This is an optimization exercise on Yosys and OpenROAD, whose aim is small area, not a production implementation. RTL that was checked went through simulation tests only; none was proved equivalent to the original. Power is estimated from default activity; no workload was simulated.

==> flow/design.v (excerpt) <==
module SuperBallPickupMasterRotaryChampionDeluxe5(
	input LeftA,
	input LeftB,
	input RightA,
	input RightB,
	input LeftA2,
	input LeftB2,
	input RightA2,
	input RightB2,
	input wire clk,			 
	input wire reset,			 
	output wire [6:0] seg,	 
	output wire [3:0] an,	 
	output wire dp,			 
	output wire [2:0] red,	 
	output wire [2:0] green, 
	output wire [1:0] blue,	 
	output wire hsync,		 
	output wire vsync,			 
	output resetOut
	);
Size: about 1100 cells after synthesis, ~280 flip-flops, about 33 I/O pins, ~15000 um^2 of cells after synthesis.
Settings: LEC_CHECK=0, CAP_MARGIN=20, CORE_MARGIN=2, CORE_UTILIZATION=40, SLEW_MARGIN=20; clock period 20.0 ns.
standard.sh (not shown) runs the stock make flow with config.mk's settings and CLKGATE_MAP_FILE= SYNTH_SCRIPT=/design/flow/synth_recipe.tcl, a recipe that flattens the netlist after the stock synthesis.
==> flow/flow/run.sh <==
#!/bin/bash
# Layout flow: the standard synthesis and layout, with a lighter clock tree
# (small buffers, no dummy loads) and the smallest buffer on the ports.
set -euo pipefail
bash standard.sh synth > synth.log 2>&1
bash standard.sh \
  "CTS_ARGS=-sink_clustering_enable -repair_clock_nets -dont_use_dummy_load -buf_list sky130_fd_sc_hd__clkbuf_4" \
  "BUFFER_PORTS_ARGS=-buffer_cell sky130_fd_sc_hd__buf_1" \
  finish > layout.log 2>&1
Change:
--- a/flow/flow/run.sh
+++ b/flow/flow/run.sh
@@ -7 +7 @@
-  "CTS_ARGS=-sink_clustering_enable -repair_clock_nets -dont_use_dummy_load -buf_list sky130_fd_sc_hd__clkbuf_4" \
+  "CTS_ARGS=-sink_clustering_enable -repair_clock_nets -dont_use_dummy_load -buf_list sky130_fd_sc_hd__clkbuf_4 -sink_clustering_size 8 -sink_clustering_max_diameter 200" \
Combinational power hardly moves.
Design area goes down by 2.0%.
Global-route usage is lower by 0.36 points.
Setup slack improves by 0.056 ns.
Cell count came out lower by 2.8%.
Utilization fell by 0.90 points.
Clock power shrinks by 30%.
Via count decreases by about 3%.
Flip-flop and latch count stays the same.
Total power shrinks by 7.6%.
Hold slack barely changes.

---

Another version of the RTL of SuperBallPickupMasterRotaryChampionDeluxe5 (not shown whole).
Size in the first run: about 1100 cells after synthesis, roughly 280 flip-flops, ~33 I/O pins, roughly 0.015 mm² of cells after synthesis.
export LEC_CHECK = 0
export CAP_MARGIN = 20
export CORE_MARGIN = 2
export CORE_UTILIZATION = 40
export SLEW_MARGIN = 20
create_clock -name core_clock -period 20.0 [get_ports {clk}]
==> flow/flow/run.sh <==
#!/bin/bash
# Layout flow: the standard synthesis and layout, with a lighter clock tree
# (small buffers, no dummy loads) and the smallest buffer on the ports.
set -euo pipefail
bash standard.sh synth > synth.log 2>&1
bash standard.sh \
  "CTS_ARGS=-sink_clustering_enable -repair_clock_nets -dont_use_dummy_load -buf_list sky130_fd_sc_hd__clkbuf_4" \
  "BUFFER_PORTS_ARGS=-buffer_cell sky130_fd_sc_hd__buf_1" \
  finish > layout.log 2>&1
The baseline ran to the end with no violations.
Next try:
==> flow/run.sh (new file) <==
#!/bin/bash
# synth_recipe.tcl (not shown) runs the flow's synth.tcl, then flattens the netlist and writes it again
# the make line also repeats each setting of config.mk as NAME=value (left out here)
make -C /OpenROAD-flow-scripts/flow DESIGN_CONFIG=/design/flow/config.mk WORK_HOME=/design/flow/orfs CLKGATE_MAP_FILE= SYNTH_SCRIPT=/design/flow/synth_recipe.tcl finish
removed: flow/flow/run.sh
removed: flow/standard.sh
The new run finished clean.
Area after synthesis stays the same.
Clock power increases by 52%.
Die area does not change.
Core utilization rises by 1.9 points.
Routed wire length is about the same.
Register-to-register slack gets better by 0.09 ns.
Sequential share of layout area drops by 1.9 points.
Global-route usage went down by 0.34 points.
Total power increases by 13%.
Next try:
==> flow/flow/run.sh (new file) <==
#!/bin/bash
# Layout flow: the standard synthesis and layout, with a lighter clock tree
# (small buffers, no dummy loads) and the smallest buffer on the ports.
set -euo pipefail
bash standard.sh synth > synth.log 2>&1
bash standard.sh \
  "CTS_ARGS=-sink_clustering_enable -repair_clock_nets -dont_use_dummy_load -buf_list sky130_fd_sc_hd__clkbuf_8 -sink_clustering_size 12 -sink_clustering_max_diameter 40" \
  "BUFFER_PORTS_ARGS=-buffer_cell sky130_fd_sc_hd__buf_1" \
  finish > layout.log 2>&1
==> flow/standard.sh (new file) <==
#!/bin/bash
# synth_recipe.tcl (not shown) runs the flow's synth.tcl, then flattens the netlist and writes it again
# the make line also repeats each setting of config.mk as NAME=value (left out here)
make -C /OpenROAD-flow-scripts/flow DESIGN_CONFIG=/design/flow/config.mk WORK_HOME=/design/flow/orfs CLKGATE_MAP_FILE= SYNTH_SCRIPT=/design/flow/synth_recipe.tcl "${@:-finish}"
removed: flow/run.sh
Effect:
- The new run went through all stages and came out clean
- utilization decreases by 1.8 points
- sequential power barely changes
- critical path depth does not change
- power decreases by 11%
- die area does not change
- worst setup slack improved by 0.42 ns
- fmax increases by 3.8%
- clock skew increases by 0.029 ns
Next try:
==> flow/run.sh (new file) <==
#!/bin/bash
# synth_recipe.tcl (not shown) runs the flow's synth.tcl, then flattens the netlist and writes it again
# the make line also repeats each setting of config.mk as NAME=value (left out here)
make -C /OpenROAD-flow-scripts/flow DESIGN_CONFIG=/design/flow/config.mk WORK_HOME=/design/flow/orfs CLKGATE_MAP_FILE= SYNTH_SCRIPT=/design/flow/synth_recipe.tcl finish
CTS_BUF_LIST = sky130_fd_sc_hd__clkbuf_4   (was not set)
removed: flow/flow/run.sh
removed: flow/standard.sh
- The changed run finished with timing, DRC and antenna clean
- sequential share of layout area goes down by 1.6 points
- clock skew goes up by 0.016 ns
- clock-buffer cell count goes up by 73
- combinational power goes up by about 2%
- hold slack is better by 0.016 ns
- flip-flop and latch count stays the same
- via count goes up by about 4.5%
- area after synthesis does not change
- die area is unchanged
- cell count goes up by 5.9%
- global-route usage goes up by 0.44 points
No run of this note included a check of the RTL's function; only the layout flow was run.

what the ideal ports hide:
How much do the figures lean on ideal ports? The routed layouts below were timed once more, with nothing changed but the port constraints. Step 1: set_driving_cell puts a clkbuf_16 on clk and a buf_2 on each other input, an assumption about the parent block. Step 2, shift: input delay + t, output delay - t, t = (earliest + latest rising clock arrival at the registers) / 2. This alone moves slack from input paths to output paths. Three values: ideal, step 1, step 2; two values: the first two.
run | t, ns | slack for setup (ns) | pins driven straight from the clock port
the first run of note 1 | 0.742 | 8.772 / 8.722 / 9.464 | 1
the second run of note 1 | 0.693 | 8.828 / 8.779 / 9.471 | 1
the first run of note 2 | 0.713 | 8.896 / 8.851 / 9.564 | 1
the second run of note 2 | 0.599 | 8.598 / 8.551 / 9.150 | 1
the third run of note 2 | 0.591 | 9.019 / 8.975 / 9.565 | 1
the fourth run of note 2 | 0.754 | 8.398 / 8.352 / 9.105 | 1
After both steps setup and hold are still met in every run listed.
